Source: an optimization exercise on an open RTL-to-GDS flow (aim: small area and a short achievable clock period). Production flows keep margins and buffers that such runs may drop. The RTL was checked by simulation tests, not by an equivalence proof against the original design. Power figures rest on the tool's default switching activity, not on a simulated workload.

==> flow/design.v, too long to show whole: its modules and the start of the top module <==
// module schoolbook: 2545 lines
module schoolbook(clk, rst, a, b, c);
  // ...
==> flow/flow/run.sh <==
#!/bin/bash
set -euo pipefail
bash standard.sh SETUP_SLACK_MARGIN=9.75 BUFFER_PORTS_ARGS="-buffer_cell sky130_fd_sc_hd__buf_1" CTS_ARGS="-sink_clustering_enable -repair_clock_nets -dont_use_dummy_load" finish > standard.log 2>&1
==> flow/standard.sh <==
#!/bin/bash
# synth_recipe.tcl (not shown) runs the flow's synth.tcl, then flattens the netlist and writes it again
# the make line also repeats each setting of config.mk as NAME=value (left out here)
make -C /OpenROAD-flow-scripts/flow DESIGN_CONFIG=/design/flow/config.mk WORK_HOME=/design/flow/orfs CLKGATE_MAP_FILE= SYNTH_SCRIPT=/design/flow/synth_recipe.tcl "${@:-finish}"
==> flow/config.mk <==
export PLATFORM = sky130hd
export DESIGN_NAME = schoolbook
export DESIGN_NICKNAME = schoolbook
export VERILOG_FILES = /design/flow/design.v
export SDC_FILE = /design/flow/constraint.sdc
export NUM_CORES = 4
export LEC_CHECK = 0
export CAP_MARGIN = 20
export CORE_AREA = 5 5 395 395
export DIE_AREA = 0 0 400 400
export PLACE_DENSITY = 0.35
export SLEW_MARGIN = 40
==> flow/constraint.sdc <==
create_clock -name core_clock -period 14.0 [get_ports {clk}]
set_input_delay 2.8000 -clock core_clock [delete_from_list [all_inputs] [get_ports {clk}]]
set_output_delay 2.8000 -clock core_clock [all_outputs]
set_load 0.01 [all_outputs]
==> run_results.csv, run 1 <==
group,metric,value,unit
finish,final.fill_count,15860,
logic_synthesis,synth_top_area_share,27.38,%
finish,seq_area,20080,um^2
logic_synthesis,synthesis.nets,4988,
logic_synthesis,yosys.cell_count.top_type,"nand2_1",
power_and_ir_drop,leakage,21.28,nW
global_route,grt-ovfl-total,0,
worst_setup_path,cp.required,14.61,ns
global_route,grt_antenna_before_repair,99,
route,first_pass_iters,5,
power_and_ir_drop,power_frac_seq,36.8,%
route,m1WireLength,79530,um
logic_synthesis,synth-xor-area-share,4.787,%
finish,multi_input_gates,2976,
timing,finalCritPeriodShare,30.56,%
route,wire_per_inst,27.15,um
timing,holdWs,0.5139,ns
logic_synthesis,synth-simple-area-share,10.99,%
place,place_area,48710,um^2
power_and_ir_drop,top_power_group,"sequential cells",
hold_path,holdCritStartpoint,"count[8]$_SDFFE_PN0N_",
finish,multi_input_area_share,41.07,%
worst_setup_path,r2r_start,"hi[0]$_DFF_P_",
clocking,path_clk_slew,0.05,ns
clocking,cts_sinks,861,
worst_setup_path,path_cells,"ha_4, fa_2, a21o_1, nand4_1, a31o_1, a211o_4, a2111oi_4, buf_4, buf_6, o21ai_4, and2_4, a21o_4, buf_4, a2111oi_4, buf_4, o21a_4, o21a_1, o21ai_2, a32o_1",
worst_setup_path,r2r-end,"hi[185]$_DFF_P_",
floorplan,die_area,160000,um^2
power_and_ir_drop,sequentialPower,3.34,mW
hold_path,min_path_cells,2,
finish,layout.nets,6146,
finish,final_common_cell,"buf_1",
place,dp_slack,8.136,ns
outcome,status,"no timing/DRC/antenna violations",
route,dr.max_layer_used,"met5",
worst_setup_path,start_kind,"register",
logic_synthesis,ys_warn_count,1,
finish,inv_count,99,
power_and_ir_drop,p_int,5.696,mW
floorplan,initial_utilization,27.89,%
power_and_ir_drop,design_power_total,9.085,mW
logic_synthesis,synth_top_family_by_area,"compound AO/OA/AOI/OAI gates",
clocking,cts_tree,"built",
finish,stdcell_count,7342,
worst_setup_path,reg2reg_depth,19,
==> run 2, diff against run 1 <==
--- a/flow/design.v
+++ b/flow/design.v
@@ -4,18 +4,17 @@
 input [282:0] a;
 input [282:0] b;
 output [565:0] c;
 reg  [282:0] am;
 reg  [282:0] hi;
 reg  [282:0] lo;
 reg  [8:0]   count;
 reg          first;
-reg          done;    
-reg          hold;    
+reg          done;
 wire         bn = first ? b[1] : lo[1];
 wire [282:0] g0 = hi & am;
 wire [282:0] p0 = hi ^ am;
 wire g1_1 = g0[1] | (p0[1] & g0[0]);
 wire p1_1 = p0[1] & p0[0];
 wire g1_3 = g0[3] | (p0[3] & g0[2]);
 wire p1_3 = p0[3] & p0[2];
 wire g1_5 = g0[5] | (p0[5] & g0[4]);
@@ -2520,26 +2519,25 @@
 assign cy[280] = g9_279;
 assign cy[281] = g9_280;
 assign cy[282] = g9_281;
 assign cy[283] = g9_282;
 wire [283:0] s = {cy[283], p0 ^ cy[282:0]};
 wire [283:0] sn = first ? {1'b0, b[0] ? a : 283'd0} : s;
 assign c = {hi, lo};
 always @(posedge clk) begin
-	am <= hold ? s[283:1] : (bn ? a : 283'd0);
+	am <= bn ? a : 283'd0;
 	if (rst == 1'b0) begin
 		count <= 9'd0;
 		first <= 1'b1;
 		done  <= 1'b0;
-		hold  <= 1'b0;
 	end
 	else begin
 		first <= 1'b0;
 		if (!done) count <= count + 9'd1;
 		if (count == 9'd282) done <= 1'b1;
-		if (count == 9'd281) hold <= 1'b1;
 	end
-	hi <= sn[283:1];
-	if (!done)
+	if (!done) begin
+		hi <= sn[283:1];
 		lo <= first ? {sn[0], b[282:1]} : {sn[0], lo[282:1]};
+	end
 end
 endmodule
==> flow/run.sh (new file) <==
#!/bin/bash
# synth_recipe.tcl (not shown) runs the flow's synth.tcl, then flattens the netlist and writes it again
# the make line also repeats each setting of config.mk as NAME=value (left out here)
make -C /OpenROAD-flow-scripts/flow DESIGN_CONFIG=/design/flow/config.mk WORK_HOME=/design/flow/orfs CLKGATE_MAP_FILE= SYNTH_SCRIPT=/design/flow/synth_recipe.tcl finish
--- a/flow/config.mk
+++ b/flow/config.mk
@@ -4,9 +4,10 @@
 export VERILOG_FILES = /design/flow/design.v
 export SDC_FILE = /design/flow/constraint.sdc
 export NUM_CORES = 4
 export LEC_CHECK = 0
 export CAP_MARGIN = 20
 export CORE_AREA = 5 5 395 395
 export DIE_AREA = 0 0 400 400
 export PLACE_DENSITY = 0.35
+export SETUP_SLACK_MARGIN = 5
 export SLEW_MARGIN = 40
removed: flow/flow/run.sh
removed: flow/standard.sh
==> run_results.csv, run 2 <==
group,metric,value,unit
outcome,status,"no timing/DRC/antenna violations",
logic_synthesis,synth_top_area_share,39.87,%
worst_setup_path,cp_common_cell,"o21ai_0",
timing,period_minus_slack,5.365,ns
timing,holdWs,0.4880,ns
finish,layout.nets,5653,
logic_synthesis,avgSynthCellArea,11.67,um^2
place,place_area,56400,um^2
worst_setup_path,cp-end-kind,"register",
worst_setup_path,arrival,5.80,ns
finish,final_common_cell,"clkdlybuf4s50_1",
worst_setup_path,crit_buf_inv,0,
logic_synthesis,synth_ff_type,"edfxtp_1",
clocking,clockRootBuffer,"clkbuf_16",
logic_synthesis,synthDistinctLibCells,74,
route,drt_iter0_markers,1890,
place,gp_congestion,0.8900,
worst_setup_path,path_cells,"ha_1, a21oi_1, o21ai_0, a221oi_1, o221ai_1, nor2_1, o211ai_1, o21ai_1, nand2_1, a21oi_2, o22ai_1, a41oi_1, xor2_1, o21ai_0",
power_and_ir_drop,powerDensity,160.5,nW/um^2
finish,final_cell_mix,"1133 x clkdlybuf4s50_1, 566 x edfxtp_1, 349 x nand2_1",
global_route,grt_pass1_wl,276900,um
timing,max_slew.worst_pin.slew,0.8408,ns
logic_synthesis,syn_area,42630,um^2
place,hpwl,163800,um
logic_synthesis,synthArstFlopShare,0,%
worst_setup_path,start_kind,"register",
clocking,post_cts_buffers,0,
floorplan,die_w,400,um
finish,seq_area,22890,um^2
worst_setup_path,cp_top_family,"compound AO/OA/AOI/OAI gates",
finish,layout-drive-gt1-share,9.963,%
flow_run,max_cap_violations,0,
logic_synthesis,netlist_instances,3652,
finish,final.fill_count,14850,
clocking,h-tree-depth,3,
clocking,cts_tree,"built",
floorplan,coreArea,151500,um^2
logic_synthesis,yosys.cell_count.top_type,"edfxtp_1",
floorplan,die_h,400,um
logic_synthesis,ys_warn_count,1,
timing,timing.final.ws_setup,8.635,ns
logic_synthesis,synth_area_leader_cell,"edfxtp_1",
place,io_buffers,1133,
clocking,path_clk_slew,0.06,ns
floorplan,initial_utilization,28.13,%
power_and_ir_drop,peakVddDrop,0.1058,mV
place,dp_slack,8.599,ns
logic_synthesis,synth_commonest_cells,"566 x edfxtp_1, 349 x nand2_1, 334 x o21ai_0",
logic_synthesis,yosysSeqAreaShare,53.68,%
route,vias_per_cell,4.755,
route,num_vias,33070,
timing,slew-limit-headroom,43.95,%
clocking,cts_buffer_depth,3,
clocking,clkLatencyLatePin,0.72,ns
route,wl,207300,um
finish,stdcell_count,6955,
power_and_ir_drop,leakage,23.59,nW
logic_synthesis,synth.area.top_cells,"edfxtp_1 40%, dfxtp_1 14%, ha_1 8.3%",
worst_setup_path,cp_slowest_cell,"o21ai_1",
timing,finalSetupTns,0,ns
global_route,grt_max_degree,168,
logic_synthesis,synth_edf_count,566,
floorplan,num_io_pins,1134,
logic_synthesis,yosys_register_bits,860,
route,drc,0,
hold_path,hold_path.class,"register to register",
finish,fin_area,59980,um^2
floorplan,die_area,160000,um^2
clocking,cts_sinks,860,
clocking,cts-hold-fix-buffers,0,
worst_setup_path,worst-setup-path-type,"register to register",
timing,finalCritPeriodShare,38.32,%
timing,rsz0062_at_grt,"no",
finish,area_growth,40.69,%
timing,finClkSkew,0.03978,ns
place,dp.cells,6708,
clocking,ctsResizeCount,0,
global_route,grt_antenna_before_repair,104,
global_route,grt_usage,24.75,%
timing,fmax,186.4,MHz
timing,report.final.slew_viol_count,0,
logic_synthesis,synthesis.nets,4513,
route,ant_nets,0,
timing,setup_viol,0,
worst_setup_path,critPathMaxStageDelay,0.58,ns
worst_setup_path,cp.required,14.44,ns
clocking,cts_buffers,109,
route,first_pass_iters,5,
global_route,grt-ovfl-total,0,
route,wire_per_inst,29.81,um
finish,top_regs,"am (283), hi (283), lo (283)",
global_route,grt_pass1_vias,33910,
finish,multiInputGateArea,19000,um^2
worst_setup_path,worst-path-max-fanout,9,
floorplan,rows,143,
timing,hold_viol,0,
[run 2: cell count changes in the layout (fill, tap and decap cells not counted), moves of 41 or more]
cell | previous run | this run
a22o_1 | 147 | 24
dfxtp_1 | 572 | 292
edfxtp_1 | 283 | 566
o21ai_0 | 290 | 332
o22ai_1 | 112 | 1
clkdlybuf4s50_1 | 0 | 1133
nand3_1 | 85 | 44
buf_4 | 81 | 3
nand2_1 | 583 | 349
buf_1 | 1029 | 0
buf_2 | 80 | 0
and2_1 | 11 | 294
xor2_1 | 77 | 123
[run 2: logic make-up (layout without fill, tap and decap cells)]
| family | count (synthesis) | count (layout) | share of synthesized area [%] |
|---|---|---|---|
| simple gates | 918 | 918 | 10.89 |
| flops | 860 | 860 | 53.68 |
| compound gates | 823 | 823 | 11.84 |
| fa+ha+maj | 293 | 293 | 8.758 |
| mux | 282 | 282 | 7.449 |
| xor+xnor | 272 | 272 | 5.588 |
| buf+inv | 204 | 1440 | 1.799 |
| other cells | 0 | 37 | 0 |
[run 2: final timing paths]
path,from,endpoint,slack (ns),cells past startpoint
max,hi[17]$_DFFE_PN_,hi[266]$_DFFE_PN_,8.64,14
min reg2reg,count[8]$_SDFFE_PN0N_,count[8]$_SDFFE_PN0N_,0.49,2
max reg2reg,hi[17]$_DFFE_PN_,hi[266]$_DFFE_PN_,8.64,14
min,count[8]$_SDFFE_PN0N_,count[8]$_SDFFE_PN0N_,0.49,2
[run 2: per-stage QoR]
| stage | total power [mW] | utilization, % |
|---|---|---|
| after floorplan | 5.198 | - |
| after global placement | 6.957 | 37.12 |
| after detailed placement | 6.929 | 37.22 |
| after CTS | 9.765 | 39.47 |
| after global routing | 10.12 | 39.53 |
| final | 9.626 | 39.58 |
[run 2: per-layer routing]
layer | wire (um) | up-vias | global-route usage [%] | part of all wire, %
met3 | 18660 | 316 | 9.876 | 9.0
met2 | 102600 | 946 | 43.26 | 49
met5 | 422 | - | 0 | 0.20
li1 | - | 15690 | - | -
met1 | 78590 | 16060 | 27.65 | 38
met4 | 7063 | 62 | 7.645 | 3.4
[run 2: worst min-delay path: cells and delay by family, from the launching register on]
family,cells,cell delay (ns)
flops,1,0.31
compound gates,2,0.13
[run 2: area by class of cell]
cell class | instances | share of cell area [%]
Antenna cell | 37 | 0.1544
Timing Repair Buffer | 1157 | 19.61
Clock buffer | 156 | 5.132
Multi-Input combinational cell | 2588 | 31.68
Tap cell | 2030 | 4.235
Clock inverter | 51 | 0.5507
Inverter | 76 | 0.4861
Sequential cell | 860 | 38.16
[run 2: power breakdown]
group          total (mW)  internal [mW]  switching, mW
clock network        2.77           1.58           1.20
registers            3.55           3.24          0.314
logic                3.30           1.58           1.72
==> run 3, diff against run 2 <==
==> flow/flow/run.sh (new file) <==
#!/bin/bash
set -euo pipefail
bash standard.sh SETUP_SLACK_MARGIN=9.85 BUFFER_PORTS_ARGS="-buffer_cell sky130_fd_sc_hd__buf_1" CTS_ARGS="-sink_clustering_enable -repair_clock_nets -dont_use_dummy_load" finish > standard.log 2>&1
==> flow/standard.sh (new file) <==
#!/bin/bash
# synth_recipe.tcl (not shown) runs the flow's synth.tcl, then flattens the netlist and writes it again
# the make line also repeats each setting of config.mk as NAME=value (left out here)
make -C /OpenROAD-flow-scripts/flow DESIGN_CONFIG=/design/flow/config.mk WORK_HOME=/design/flow/orfs CLKGATE_MAP_FILE= SYNTH_SCRIPT=/design/flow/synth_recipe.tcl "${@:-finish}"
--- a/flow/config.mk
+++ b/flow/config.mk
@@ -9,5 +9,4 @@
 export CORE_AREA = 5 5 395 395
 export DIE_AREA = 0 0 400 400
 export PLACE_DENSITY = 0.35
-export SETUP_SLACK_MARGIN = 5
 export SLEW_MARGIN = 40
removed: flow/run.sh
==> run_results.csv, run 3 <==
group,metric,value,unit
worst_setup_path,reg2reg_depth,14,
finish,final_common_cell,"buf_1",
floorplan,die_w,400,um
logic_synthesis,synth_area_leader_cell,"edfxtp_1",
power_and_ir_drop,p_clk_share,26.2,%
worst_setup_path,crit_cells,1,
logic_synthesis,yosys.cell_count.top_type,"edfxtp_1",
floorplan,coreArea,151500,um^2
place,dp.cells,6716,
clocking,cts_tree,"built",
logic_synthesis,yosysSeqAreaShare,53.68,%
finish,final.fill_count,15410,
timing,holdWs,0.4893,ns
floorplan,initial_utilization,28.13,%
logic_synthesis,synthArstFlopShare,0,%
clocking,path_clk_slew,0.05,ns
worst_setup_path,crit_start,"hi[249]$_DFFE_PN_",
timing,setup_viol,0,
place,gp_congestion,0.9109,
floorplan,num_io_pins,1134,
clocking,clkLatencyLatePin,0.72,ns
route,ant_nets,0,
route,drt_iter0_markers,1994,
power_and_ir_drop,powerDensity,163.3,nW/um^2
global_route,grt_max_degree,121,
logic_synthesis,synth_commonest_cells,"566 x edfxtp_1, 349 x nand2_1, 334 x o21ai_0",
global_route,grt-ovfl-total,0,
power_and_ir_drop,design_power_total,9.283,mW
finish,stdcell_count,7099,
finish,area_growth,33.38,%
route,vias_per_cell,4.786,
worst_setup_path,cp-endpoint,"c[532]",
timing,slew-limit-headroom,38.60,%
worst_setup_path,cp-end-kind,"output pin",
timing,finalSetupTns,0,ns
timing,finalCritPeriodShare,30.36,%
finish,top_regs,"am (283), hi (283), lo (283)",
flow_run,max_cap_violations,0,
finish,fin_area,56860,um^2
power_and_ir_drop,p_comb_share,35.4,%
clocking,cts_buffers,109,
power_and_ir_drop,switchingPower,3.236,mW
route,num_vias,33970,
hold_path,hold_path.class,"register to register",
logic_synthesis,synth_top_area_share,39.87,%
finish,layout.nets,5887,
floorplan,die_area,160000,um^2
global_route,grt_antenna_before_repair,101,
worst_setup_path,crit_buf_inv,1,
route,drc,0,
timing,fmax,235.3,MHz
logic_synthesis,avgSynthCellArea,11.67,um^2
worst_setup_path,cp.required,11.20,ns
clocking,cts_buffer_depth,3,
timing,report.final.slew_viol_count,0,
worst_setup_path,r2r_setup_slack,9.86,ns
clocking,h-tree-depth,3,
finish,layout-drive-gt1-share,23.31,%
timing,hold_viol,0,
logic_synthesis,synth.area.top_cells,"edfxtp_1 40%, dfxtp_1 14%, ha_1 8.3%",
global_route,grt_pass1_vias,34480,
logic_synthesis,synthesis.nets,4513,
worst_setup_path,worst-setup-path-type,"register to output pin",
worst_setup_path,r2r-end,"hi[281]$_DFFE_PN_",
clocking,cts_sinks,860,
power_and_ir_drop,leakage,23.05,nW
worst_setup_path,critPathMaxStageDelay,0.54,ns
logic_synthesis,synthDistinctLibCells,74,
global_route,grt_usage,24.18,%
place,place_area,49390,um^2
route,wire_per_inst,28.65,um
worst_setup_path,cp_slowest_cell,"edfxtp_1",
power_and_ir_drop,peakVddDrop,0.09154,mV
floorplan,rows,143,
worst_setup_path,start_kind,"register",
timing,rsz0062_at_grt,"yes",
logic_synthesis,synth_edf_count,566,
global_route,grt_pass1_wl,271800,um
timing,timing.final.ws_setup,9.750,ns
logic_synthesis,yosys_register_bits,860,
clocking,clockRootBuffer,"clkbuf_16",
power_and_ir_drop,p_int,6.047,mW
power_and_ir_drop,power_frac_seq,38.4,%
place,dp_slack,8.583,ns
route,wl,203400,um
place,io_buffers,1133,
worst_setup_path,path_cells,"buf_6",
route,first_pass_iters,5,
floorplan,die_h,400,um
power_and_ir_drop,swShare,34.86,%
logic_synthesis,netlist_instances,3652,
logic_synthesis,ys_warn_count,1,
worst_setup_path,arrival,1.45,ns
timing,period_minus_slack,4.250,ns
worst_setup_path,r2r_start,"hi[217]$_DFFE_PN_",
logic_synthesis,syn_area,42630,um^2
worst_setup_path,worst-path-max-fanout,2,
worst_setup_path,cp_top_family,"flip-flops",
finish,fin_util,37.52,%
logic_synthesis,synth_ff_type,"edfxtp_1",
timing,finClkSkew,0.03956,ns
timing,max_slew.worst_pin.slew,0.9125,ns
finish,final_cell_mix,"762 x buf_1, 566 x edfxtp_1, 348 x nand2_1",
outcome,status,"no timing/DRC/antenna violations",
place,hpwl,160200,um
## run 3: final cells by class
| type | count | area [um^2] | area share (%) |
|---|---|---|---|
| multi-input combinational | 2590 | 20060 | 35.27 |
| sequential | 860 | 22890 | 40.25 |
| antenna | 45 | 112.6 | 0.1981 |
| tap | 2030 | 2540 | 4.467 |
| clock buffer | 109 | 2728 | 4.797 |
| inverter | 76 | 289.0 | 0.5083 |
| timing repair buffer | 1389 | 8247 | 14.50 |
## run 3: worst min-delay path by stage
stage,from,to,cells past startpoint
after floorplan,count[8]$_SDFFE_PN0N_,count[8]$_SDFFE_PN0N_,2
after CTS,count[8]$_SDFFE_PN0N_,count[8]$_SDFFE_PN0N_,2
after global routing,count[7]$_SDFFE_PN0N_,count[7]$_SDFFE_PN0N_,2
after global placement,count[8]$_SDFFE_PN0N_,count[8]$_SDFFE_PN0N_,2
final,count[8]$_SDFFE_PN0N_,count[8]$_SDFFE_PN0N_,2
after detailed placement,count[8]$_SDFFE_PN0N_,count[8]$_SDFFE_PN0N_,2
## run 3: cells by family after synthesis
kind of cell	count (synthesis)	share of synthesized area, %
mux	282	7.449
flops	860	53.68
buf+inv	204	1.799
xor+xnor	272	5.588
fa+ha+maj	293	8.758
simple gates	918	10.89
compound gates	823	11.84
## run 3: routing by layer
layer  wire, um  GRT usage, %  vias up
li1           -             -    16070
met1      79200         28.19    16480
met2      96410         40.08     1052
met3      17040         8.528      332
met4      10390         10.54       50
met5        343         1.293        -
## run 3: power by group through the flow
stage | clock network (mW) | logic [mW] | registers [mW]
2_1_floorplan | 0 | 1.53 | 3.66
3_3_place_gp | 0 | 2.79 | 3.61
3_5_place_dp | 0 | 2.77 | 3.61
4_1_cts | 2.52 | 3.16 | 3.55
5_1_grt | 2.61 | 3.58 | 3.61
6_report | 2.44 | 3.28 | 3.56
## run 3: timing repair
action	in CTS	in global routing
gates resized for setup	773	221
endpoints found under the setup margin	629	348
hold buffers	0	0
setup buffers	153	72
gates cloned	2	0
pin swaps	28	57
==> run 4, diff against run 3 <==
==> flow/flow/run.sh (replaced) <==
#!/bin/bash
set -euo pipefail
bash standard.sh SETUP_SLACK_MARGIN=9.75 BUFFER_PORTS_ARGS="-buffer_cell sky130_fd_sc_hd__buf_1" CTS_ARGS="-sink_clustering_enable -repair_clock_nets -dont_use_dummy_load -sink_clustering_size 30 -sink_clustering_max_diameter 100" finish > standard.log 2>&1
==> run_results.csv, run 4 <==
group,metric,value,unit
logic_synthesis,synth_top_area_share,39.87,%
floorplan,num_io_pins,1134,
timing,setup_viol,0,
timing,fmax,235.2,MHz
logic_synthesis,synth.area.top_cells,"edfxtp_1 40%, dfxtp_1 14%, ha_1 8.3%",
clocking,cts-hold-fix-buffers,0,
worst_setup_path,crit_start,"hi[99]$_DFFE_PN_",
place,dp_slack,8.583,ns
timing,finClkSkew,0.09709,ns
floorplan,coreArea,151500,um^2
power_and_ir_drop,leakage,20.40,nW
timing,rsz0062_at_grt,"yes",
worst_setup_path,cp.required,11.20,ns
logic_synthesis,yosys_register_bits,860,
worst_setup_path,critPathMaxStageDelay,0.48,ns
power_and_ir_drop,peakVddDrop,0.09869,mV
route,drc,0,
global_route,grt_pass1_vias,33410,
power_and_ir_drop,p_comb_share,36.6,%
floorplan,die_h,400,um
worst_setup_path,cp_slowest_cell,"edfxtp_1",
logic_synthesis,netlist_instances,3652,
finish,layout.nets,5656,
worst_setup_path,cp-endpoint,"c[382]",
global_route,grt_usage,23.82,%
logic_synthesis,synthDistinctLibCells,74,
floorplan,initial_utilization,28.13,%
worst_setup_path,r2r_setup_slack,9.87,ns
worst_setup_path,cp_common_cell,"buf_6",
place,hpwl,160200,um
logic_synthesis,syn_area,42630,um^2
logic_synthesis,yosysSeqAreaShare,53.68,%
worst_setup_path,start_kind,"register",
clocking,path_clk_slew,0.09,ns
global_route,grt_pass1_wl,268000,um
outcome,status,"no timing/DRC/antenna violations",
worst_setup_path,cp_top_family,"flip-flops",
global_route,grt-ovfl-total,0,
timing,holdWs,0.4961,ns
timing,timing.final.ws_setup,9.749,ns
clocking,cts_sinks,860,
place,io_buffers,1133,
timing,finalCritPeriodShare,30.36,%
logic_synthesis,synth_edf_count,566,
worst_setup_path,r2r_start,"hi[113]$_DFFE_PN_",
logic_synthesis,synth_commonest_cells,"566 x edfxtp_1, 349 x nand2_1, 334 x o21ai_0",
worst_setup_path,crit_cells,2,
hold_path,hold_path.class,"register to register",
timing,report.final.slew_viol_count,0,
clocking,cts_buffer_depth,3,
clocking,clkLatencyLatePin,0.69,ns
clocking,h-tree-depth,2,
global_route,grt_antenna_before_repair,105,
power_and_ir_drop,powerDensity,153.4,nW/um^2
logic_synthesis,synthesis.nets,4513,
finish,final_cell_mix,"966 x buf_1, 566 x edfxtp_1, 348 x nand2_1",
finish,stdcell_count,6856,
power_and_ir_drop,switchingPower,2.997,mW
timing,max_slew.worst_pin.slew,0.9166,ns
place,gp_congestion,0.9109,
floorplan,die_area,160000,um^2
timing,hold_viol,0,
finish,layout-drive-gt1-share,14.50,%
worst_setup_path,worst-setup-path-type,"register to output pin",
flow_run,max_cap_violations,0,
power_and_ir_drop,p_clk_share,19.1,%
finish,top_regs,"am (283), hi (283), lo (283)",
route,drt_iter0_markers,2196,
worst_setup_path,crit_buf_inv,2,
worst_setup_path,reg2reg_depth,15,
global_route,grt_max_degree,121,
route,wire_per_inst,29.30,um
worst_setup_path,worst-path-max-fanout,2,
worst_setup_path,arrival,1.45,ns
worst_setup_path,r2r-end,"hi[281]$_DFFE_PN_",
power_and_ir_drop,p_int,5.010,mW
finish,fin_util,34.45,%
route,first_pass_iters,5,
timing,finalSetupTns,0,ns
finish,final_common_cell,"buf_1",
logic_synthesis,yosys.cell_count.top_type,"edfxtp_1",
floorplan,die_w,400,um
route,vias_per_cell,4.813,
logic_synthesis,synth_area_leader_cell,"edfxtp_1",
timing,slew-limit-headroom,38.89,%
logic_synthesis,avgSynthCellArea,11.67,um^2
clocking,cts_tree,"built",
route,wl,200800,um
timing,period_minus_slack,4.251,ns
logic_synthesis,synth_ff_type,"edfxtp_1",
logic_synthesis,synthArstFlopShare,0,%
clocking,cts_buffers,48,
route,ant_nets,0,
route,num_vias,33000,
place,dp.cells,6716,
worst_setup_path,cp-end-kind,"output pin",
floorplan,rows,143,
logic_synthesis,ys_warn_count,1,
finish,area_growth,22.47,%
power_and_ir_drop,power_frac_seq,44.3,%
power_and_ir_drop,swShare,37.43,%
worst_setup_path,path_cells,"buf_6, buf_6",
clocking,clockRootBuffer,"clkbuf_16",
## run 4: cell counts after synthesis
Identical to the previous run, type by type.
## run 4: through the flow
stage | cell area [um^2] | total power [mW]
2_1_floorplan | 42630 | 5.198
3_3_place_gp | 49180 | 6.403
3_5_place_dp | 49390 | 6.380
4_1_cts | 51470 | 8.052
5_1_grt | 52150 | 8.484
6_report | 52210 | 8.007
## run 4: what timing repair did
action,CTS,global route
pin swaps,21,37
gates cloned,2,0
resized for setup,243,80
setup endpoints to repair,404,123
buffers inserted,35,19
## run 4: area by class of cell
class                           instances  area [um^2]
Tap cell                             2030         2540
Inverter                               76        289.0
Fill cell                           15750        99340
Antenna cell                           33        82.58
Sequential cell                       860        22890
Clock buffer                           48         1201
Timing Repair Buffer                 1219         5480
Multi-Input combinational cell       2590        19730
## run 4: metal layers
layer  share of wire, %  GRT usage, %
met4                4.7         9.556
met2                 48         40.01
met5               0.21             0
met3                8.4         8.292
met1                 39         27.85
## run 4: logic make-up (layout without fill, tap and decap cells)
family,after synthesis,in the layout,synth area share (%)
and+or+nand+nor,918,920,10.89
DFF,860,860,53.68
AOI/OAI and AO/OA,823,823,11.84
adders and majority gates,293,293,8.758
muxes,282,282,7.449
xor gates and xnor gates,272,272,5.588
buffers and inverters,204,1343,1.799
other,0,33,0
## run 4: how the worst min path moves through the flow
| stage | startpoint | end | depth (start not counted) |
|---|---|---|---|
| after floorplan | count[8]$_SDFFE_PN0N_ | count[8]$_SDFFE_PN0N_ | 2 |
| after global placement | count[8]$_SDFFE_PN0N_ | count[8]$_SDFFE_PN0N_ | 2 |
| after detailed placement | count[8]$_SDFFE_PN0N_ | count[8]$_SDFFE_PN0N_ | 2 |
| after CTS | count[8]$_SDFFE_PN0N_ | count[8]$_SDFFE_PN0N_ | 2 |
| after global routing | count[1]$_SDFFE_PN0N_ | count[1]$_SDFFE_PN0N_ | 2 |
| final | count[8]$_SDFFE_PN0N_ | count[8]$_SDFFE_PN0N_ | 2 |
## run 4: tightest hold or removal path, delay by kind of cell, from the launching register on
| kind | cells | cell delay (ns) |
|---|---|---|
| DFF | 1 | 0.33 |
| AOI/OAI and AO/OA | 2 | 0.13 |
## run 4: power groups by stage
stage	combinational, mW	sequential [mW]	clock [mW]
after floorplan	1.53	3.66	0
after global routing	3.21	3.59	1.68
after CTS	2.90	3.55	1.61
after global placement	2.79	3.61	0
after detailed placement	2.77	3.61	0
final	2.93	3.55	1.53
==> run 5, diff against run 4 <==
==> flow/flow/run.sh (replaced) <==
#!/bin/bash
set -euo pipefail
bash standard.sh SETUP_SLACK_MARGIN=9.75 BUFFER_PORTS_ARGS="-buffer_cell sky130_fd_sc_hd__buf_1" CTS_ARGS="-sink_clustering_enable -repair_clock_nets -dont_use_dummy_load -sink_clustering_size 25 -sink_clustering_max_diameter 100" finish > standard.log 2>&1
==> run_results.csv, run 5 <==
group,metric,value,unit
finish,final_common_cell,"buf_1",
logic_synthesis,synth_ff_type,"edfxtp_1",
timing,report.final.slew_viol_count,0,
timing,max_slew.worst_pin.slew,0.9792,ns
route,drt_iter0_markers,2129,
logic_synthesis,synth_edf_count,566,
power_and_ir_drop,swShare,37.47,%
power_and_ir_drop,leakage,20.32,nW
worst_setup_path,cp_top_family,"flip-flops",
timing,setup_viol,0,
logic_synthesis,synthesis.nets,4513,
worst_setup_path,cp.required,11.20,ns
power_and_ir_drop,p_int,4.990,mW
floorplan,die_w,400,um
worst_setup_path,cp_common_cell,"buf_4",
global_route,grt_usage,23.82,%
timing,finalCritPeriodShare,30.66,%
clocking,path_clk_slew,0.09,ns
floorplan,num_io_pins,1134,
floorplan,coreArea,151500,um^2
route,num_vias,32900,
finish,layout-drive-gt1-share,13.91,%
logic_synthesis,synth_top_family_by_area,"compound AO/OA/AOI/OAI gates",
clocking,h-tree-depth,2,
route,ant_nets,0,
finish,layout.nets,5651,
logic_synthesis,synth-adder-area-share,8.758,%
flow_run,max_cap_violations,0,
logic_synthesis,synth_top_area_share,39.87,%
route,wire_per_inst,29.29,um
finish,area_growth,21.92,%
finish,top_regs,"am (283), hi (283), lo (283)",
logic_synthesis,synth_commonest_cells,"566 x edfxtp_1, 349 x nand2_1, 334 x o21ai_0",
route,wl,200700,um
power_and_ir_drop,peakVddDrop,0.1021,mV
worst_setup_path,arrival,1.49,ns
clocking,cts_buffer_depth,3,
global_route,met1_usage,27.90,%
logic_synthesis,yosys_register_bits,860,
power_and_ir_drop,power_frac_seq,44.4,%
global_route,use_met3,8.199,%
logic_synthesis,synthDistinctLibCells,74,
logic_synthesis,synth-xor-area-share,5.588,%
place,hpwl,160200,um
logic_synthesis,ys_warn_count,1,
worst_setup_path,cp_slowest_cell,"edfxtp_1",
outcome,status,"no timing/DRC/antenna violations",
place,gp_congestion,0.9109,
power_and_ir_drop,design_power_total,7.979,mW
route,first_pass_iters,5,
timing,hold_viol,0,
timing,slew-limit-headroom,34.12,%
global_route,grt-ovfl-total,0,
logic_synthesis,synth.area.top_cells,"edfxtp_1 40%, dfxtp_1 14%, ha_1 8.3%",
power_and_ir_drop,switchingPower,2.990,mW
timing,rsz0062_at_grt,"yes",
floorplan,rows,143,
timing,finalSetupTns,0,ns
route,vias_per_cell,4.801,
worst_setup_path,critPathMaxStageDelay,0.46,ns
clocking,clockRootBuffer,"clkbuf_16",
logic_synthesis,synth_area_leader_cell,"edfxtp_1",
power_and_ir_drop,p_clk_share,19.2,%
logic_synthesis,yosys.cell_count.top_type,"edfxtp_1",
power_and_ir_drop,p_comb_share,36.3,%
logic_synthesis,yosysSeqAreaShare,53.68,%
route,drc,0,
clocking,cts_buffers,48,
hold_path,hold_path.class,"register to register",
place,io_buffers,1133,
floorplan,die_h,400,um
global_route,grt_pass1_wl,268000,um
worst_setup_path,worst-path-max-fanout,2,
logic_synthesis,synthArstFlopShare,0,%
worst_setup_path,path_cells,"buf_4, buf_4",
floorplan,die_area,160000,um^2
logic_synthesis,synth-simple-area-share,10.89,%
global_route,grt_antenna_before_repair,103,
global_route,grt_busiest_layer,"met2",
worst_setup_path,crit_buf_inv,2,
global_route,use_met2,40.05,%
logic_synthesis,synth_mux_area_share,7.449,%
worst_setup_path,worst-setup-path-type,"register to output pin",
worst_setup_path,start_kind,"register",
power_and_ir_drop,powerDensity,153.5,nW/um^2
global_route,grt_max_degree,121,
logic_synthesis,synth_compound_area_share,11.84,%
logic_synthesis,netlist_instances,3652,
logic_synthesis,avgSynthCellArea,11.67,um^2
logic_synthesis,syn_area,42630,um^2
floorplan,initial_utilization,28.13,%
timing,finClkSkew,0.1010,ns
clocking,clkLatencyLatePin,0.71,ns
timing,period_minus_slack,4.292,ns
finish,final_cell_mix,"975 x buf_1, 566 x edfxtp_1, 348 x nand2_1",
clocking,cts_sinks,860,
timing,fmax,233.0,MHz
global_route,grt_pass1_vias,33380,
finish,final.fill_count,15760,
clocking,cts_tree,"built",
worst_setup_path,cp-end-kind,"output pin",
## run 5: cell count changes in the layout (fill, tap and decap cells not counted), moves of 2 or more
cell / previous run / this run
a21oi_1: 189 / 192
a21oi_2: 8 / 6
buf_1: 966 / 975
buf_12: 12 / 8
buf_2: 140 / 130
buf_4: 63 / 67
buf_6: 22 / 18
diode_2: 33 / 35
ha_1: 262 / 266
ha_4: 21 / 16
## run 5: metal layers
layer	up-vias	part of all wire, %
li1	15560	-
met1	16040	39
met2	946	48
met3	300	8.2
met4	58	4.8
met5	-	0.19
## run 5: area by class of cell
cell class	instances	area [um^2]	share of cell area [%]
tap	2030	2540	4.887
sequential	860	22890	44.04
timing repair buffer	1214	5369	10.33
clock buffer	48	1201	2.311
antenna	35	87.58	0.1685
inverter	76	289.0	0.5561
multi-input combinational	2590	19600	37.71
## run 5: power by group through the flow
stage,clock [mW],sequential (mW),combinational (mW)
6_report,1.53,3.55,2.90
3_5_place_dp,0,3.61,2.77
2_1_floorplan,0,3.66,1.53
4_1_cts,1.61,3.55,2.90
3_3_place_gp,0,3.61,2.79
5_1_grt,1.68,3.59,3.18
## run 5: repair_timing
action,4_1_cts,5_1_grt
endpoints found under the setup margin,393,138
pin swaps,23,33
resized for setup,234,60
setup buffers,33,17
hold buffers,0,0
gates cloned,2,0
## run 5: stage by stage
stage	setup WS [ns]	std cells	area, um^2	util (%)	hold WS (ns)
after global routing	9.628	6825	51900	34.25	0.5529
after floorplan	4.717	3652	42630	-	0.4534
after detailed placement	8.583	6716	49390	32.59	0.4786
after CTS	9.706	6799	51430	33.94	0.4934
final	9.708	6853	51970	34.30	0.4960
after global placement	8.679	6709	49180	32.45	0.4737
## run 5: worst paths after layout
check	start	to	slack, ns	cells past startpoint
max reg2reg	hi[225]$_DFFE_PN_	hi[281]$_DFFE_PN_	9.80	14
max	hi[99]$_DFFE_PN_	c[382]	9.71	2
min	count[8]$_SDFFE_PN0N_	count[8]$_SDFFE_PN0N_	0.50	2
min reg2reg	count[8]$_SDFFE_PN0N_	count[8]$_SDFFE_PN0N_	0.50	2
## run 5: cells by family (layout without fill, tap and decap cells)
| group | Yosys count | count (layout) |
|---|---|---|
| compound gates | 823 | 823 |
| xor+xnor | 272 | 272 |
| fa+ha+maj | 293 | 293 |
| buf+inv | 204 | 1338 |
| flops | 860 | 860 |
| mux | 282 | 282 |
| other cells | 0 | 35 |
| simple gates | 918 | 920 |
## run 5: tightest hold or removal path, delay by kind of cell, from the launching register on
kind,cells,cell delay (ns)
AOI/OAI and AO/OA,2,0.13
DFF,1,0.33
==> run 6, diff against run 5 <==
==> flow/flow/run.sh (replaced) <==
#!/bin/bash
set -euo pipefail
bash standard.sh SETUP_SLACK_MARGIN=9.75 BUFFER_PORTS_ARGS="-buffer_cell sky130_fd_sc_hd__buf_1" CTS_ARGS="-sink_clustering_enable -repair_clock_nets -dont_use_dummy_load -sink_clustering_size 30 -sink_clustering_max_diameter 80" finish > standard.log 2>&1
==> run_results.csv, run 6 <==
group,metric,value,unit
place,hpwl,160200,um
logic_synthesis,synthesis.nets,4513,
outcome,status,"no timing/DRC/antenna violations",
power_and_ir_drop,switchingPower,3.078,mW
logic_synthesis,yosys_register_bits,860,
timing,rsz0062_at_grt,"yes",
clocking,clkLatencyLatePin,0.69,ns
logic_synthesis,synth_top_area_share,39.87,%
worst_setup_path,cp-end-kind,"output pin",
logic_synthesis,avgSynthCellArea,11.67,um^2
finish,final_common_cell,"buf_1",
clocking,path_clk_slew,0.09,ns
power_and_ir_drop,p_int,5.319,mW
logic_synthesis,synth_area_leader_cell,"edfxtp_1",
logic_synthesis,synth_compound_area_share,11.84,%
power_and_ir_drop,power_frac_seq,42.3,%
clocking,cts_sinks,860,
logic_synthesis,synth.area.top_cells,"edfxtp_1 40%, dfxtp_1 14%, ha_1 8.3%",
finish,final_cell_mix,"985 x buf_1, 566 x edfxtp_1, 348 x nand2_1",
worst_setup_path,r2r_start,"hi[217]$_DFFE_PN_",
power_and_ir_drop,powerDensity,158.9,nW/um^2
worst_setup_path,r2r-end,"hi[281]$_DFFE_PN_",
global_route,grt_pass1_wl,268900,um
logic_synthesis,ys_warn_count,1,
route,met3_length,16150,um
timing,fmax,233.7,MHz
worst_setup_path,start_kind,"register",
global_route,grt_pass1_vias,33550,
hold_path,min_to,"count[8]$_SDFFE_PN0N_",
finish,layout-drive-gt1-share,14.83,%
logic_synthesis,netlist_instances,3652,
power_and_ir_drop,design_power_total,8.396,mW
timing,period_minus_slack,4.279,ns
route,m1WireLength,79620,um
timing,setup_viol,0,
clocking,h-tree-depth,3,
hold_path,holdCritStartpoint,"count[8]$_SDFFE_PN0N_",
worst_setup_path,cp_slowest_cell,"edfxtp_1",
route,dr.max_layer_used,"met5",
worst_setup_path,path_cells,"buf_6",
route,wl,201800,um
timing,finClkSkew,0.06439,ns
route,drc,0,
clocking,clockRootBuffer,"clkbuf_16",
worst_setup_path,reg2reg_depth,14,
route,num_vias,33110,
worst_setup_path,crit_buf_inv,1,
worst_setup_path,cp.required,11.20,ns
hold_path,hold_path.class,"register to register",
finish,layout.nets,5685,
logic_synthesis,synth_commonest_cells,"566 x edfxtp_1, 349 x nand2_1, 334 x o21ai_0",
power_and_ir_drop,peakVddDrop,0.07501,mV
route,ant_nets,0,
route,wire_per_inst,29.31,um
logic_synthesis,synth-adder-area-share,8.758,%
clocking,cts_tree,"built",
worst_setup_path,worst-setup-path-type,"register to output pin",
logic_synthesis,yosys.cell_count.top_type,"edfxtp_1",
power_and_ir_drop,p_clk_share,22.8,%
finish,top_regs,"am (283), hi (283), lo (283)",
place,gp_congestion,0.9109,
finish,final.fill_count,15690,
global_route,grt_max_degree,121,
timing,finalSetupTns,0,ns
global_route,grt_usage,23.98,%
clocking,cts_buffers,73,
logic_synthesis,synthDistinctLibCells,74,
logic_synthesis,yosysSeqAreaShare,53.68,%
worst_setup_path,arrival,1.48,ns
timing,finalCritPeriodShare,30.57,%
timing,hold_viol,0,
worst_setup_path,r2r_setup_slack,9.85,ns
floorplan,die_w,400,um
floorplan,die_area,160000,um^2
timing,report.final.slew_viol_count,0,
worst_setup_path,cp_top_family,"flip-flops",
route,first_pass_iters,5,
finish,area_growth,23.94,%
timing,slew-limit-headroom,23.23,%
logic_synthesis,synth_mux_area_share,7.449,%
floorplan,die_h,400,um
worst_setup_path,critPathMaxStageDelay,0.58,ns
floorplan,coreArea,151500,um^2
power_and_ir_drop,leakage,20.63,nW
power_and_ir_drop,p_comb_share,34.9,%
logic_synthesis,synth_ff_type,"edfxtp_1",
route,vias_per_cell,4.807,
floorplan,rows,143,
worst_setup_path,crit_start,"hi[244]$_DFFE_PN_",
route,drt_iter0_markers,2117,
logic_synthesis,synthArstFlopShare,0,%
logic_synthesis,synth-xor-area-share,5.588,%
floorplan,num_io_pins,1134,
logic_synthesis,synth_top_family_by_area,"compound AO/OA/AOI/OAI gates",
logic_synthesis,synth-simple-area-share,10.89,%
global_route,grt_antenna_before_repair,100,
flow_run,max_cap_violations,0,
clocking,cts_buffer_depth,3,
global_route,grt-ovfl-total,0,
timing,max_slew.worst_pin.slew,1.141,ns
route,wl_met2,96930,um
floorplan,initial_utilization,28.13,%
place,io_buffers,1133,
logic_synthesis,syn_area,42630,um^2
worst_setup_path,worst-path-max-fanout,2,
logic_synthesis,synth_edf_count,566,
power_and_ir_drop,swShare,36.65,%
hold_path,min_path_cells,2,
## run 6: per-layer routing
layer  vias up  global-route usage (%)
li1      15640                       -
met1     16130                   28.07
met2       982                   40.47
met3       300                   8.426
met4        52                   9.000
met5         -                       0
## run 6: worst reg2reg max path, stage by stage, from the launching register on
cell      delay, ns
edfxtp_1       0.44
ha_4           0.28
a21o_1         0.17
a21o_1         0.21
a21o_1         0.18
a21o_1         0.18
a221o_1        0.40
a221oi_4       0.38
nand3_1        0.16
nand3b_1       0.24
a31oi_4        0.26
o21ai_4        0.12
o311a_1        0.32
or3_1          0.30
a32o_1         0.25
## run 6: final cells by class
class | instances | area [um^2] | area share, %
inverter | 76 | 289.0 | 0.5470
tap | 2030 | 2540 | 4.807
timing repair buffer | 1223 | 5419 | 10.26
clock buffer | 73 | 1827 | 3.457
sequential | 860 | 22890 | 43.32
antenna | 35 | 87.58 | 0.1658
multi-input combinational | 2590 | 19790 | 37.45
## run 6: power groups by stage
stage               sequential [mW]  clock (mW)  combinational (mW)
floorplan                      3.66           0                1.53
global placement               3.61           0                2.79
detailed placement             3.61           0                2.77
CTS                            3.55        2.00                2.88
global route                   3.60        2.07                3.21
finish                         3.55        1.91                2.93
## run 6: cells by family after synthesis
| group | Yosys count |
|---|---|
| compound gates | 823 |
| xor+xnor | 272 |
| fa+ha+maj | 293 |
| buf+inv | 204 |
| flops | 860 |
| mux | 282 |
| simple gates | 918 |
## run 6: what timing repair did
item | CTS | global route
buffers inserted | 27 | 33
cloned | 2 | 0
gates resized for setup | 222 | 90
endpoints found under the setup margin | 379 | 145
pin swaps | 20 | 39
hold buffers | 0 | 0
## run 6: how the worst max path moves through the flow
stage / end / slack, ns / cells past startpoint
after floorplan: hi[0]$_DFFE_PN_ / 4.72 / 1
after CTS: c[528] / 9.68 / 1
after detailed placement: hi[266]$_DFFE_PN_ / 8.58 / 15
final: c[527] / 9.72 / 1
after global placement: hi[266]$_DFFE_PN_ / 8.68 / 15
after global routing: hi[281]$_DFFE_PN_ / 9.67 / 15
## run 6: metrics by stage
stage	util, %	hold WS, ns	cells	cell area [um^2]	worst slack [ns]
floorplan	-	0.4534	3652	42630	4.717
CTS	34.31	0.4889	6818	51990	9.678
global placement	32.45	0.4737	6709	49180	8.679
finish	34.86	0.4918	6887	52840	9.721
global route	34.82	0.5478	6859	52770	9.666
detailed placement	32.59	0.4786	6716	49390	8.583

static timing again, ports no longer ideal:
No port has a modelled driver above. Below, the same layouts with a new extraction and two added sets of constraints. Step 1 (the two cells are an assumption about what drives the block):
set clk [get_ports {clk}]
set_driving_cell -lib_cell sky130_fd_sc_hd__clkbuf_16 $clk
set_driving_cell -lib_cell sky130_fd_sc_hd__buf_2 [delete_from_list [all_inputs] $clk]
Step 2 times the ports against the registers' clock, not the clock port: input delays grow and output delays shrink by t, the midpoint of the rising clock arrivals with the driver on. Three values: ideal, step 1, step 2; two values: the first two.
run	shift t [ns]	setup WS [ns]	worst data-port slew with drivers (ns)
run 1	0.787	9.721 / 9.665 / 9.115	0.29
run 2	0.788	8.635 / 8.635 / 8.635	0.26
run 3	0.776	9.750 / 9.666 / 9.218	0.25
run 4	0.731	9.749 / 9.663 / 9.322	0.25
run 5	0.744	9.708 / 9.623 / 9.220	0.26
run 6	0.747	9.721 / 9.636 / 9.222	0.24
After both steps every run listed still meets setup and hold. For run 1, which loses most, drivers alone change the setup slack by -0.056 ns; drivers and shift together by -0.606 ns.
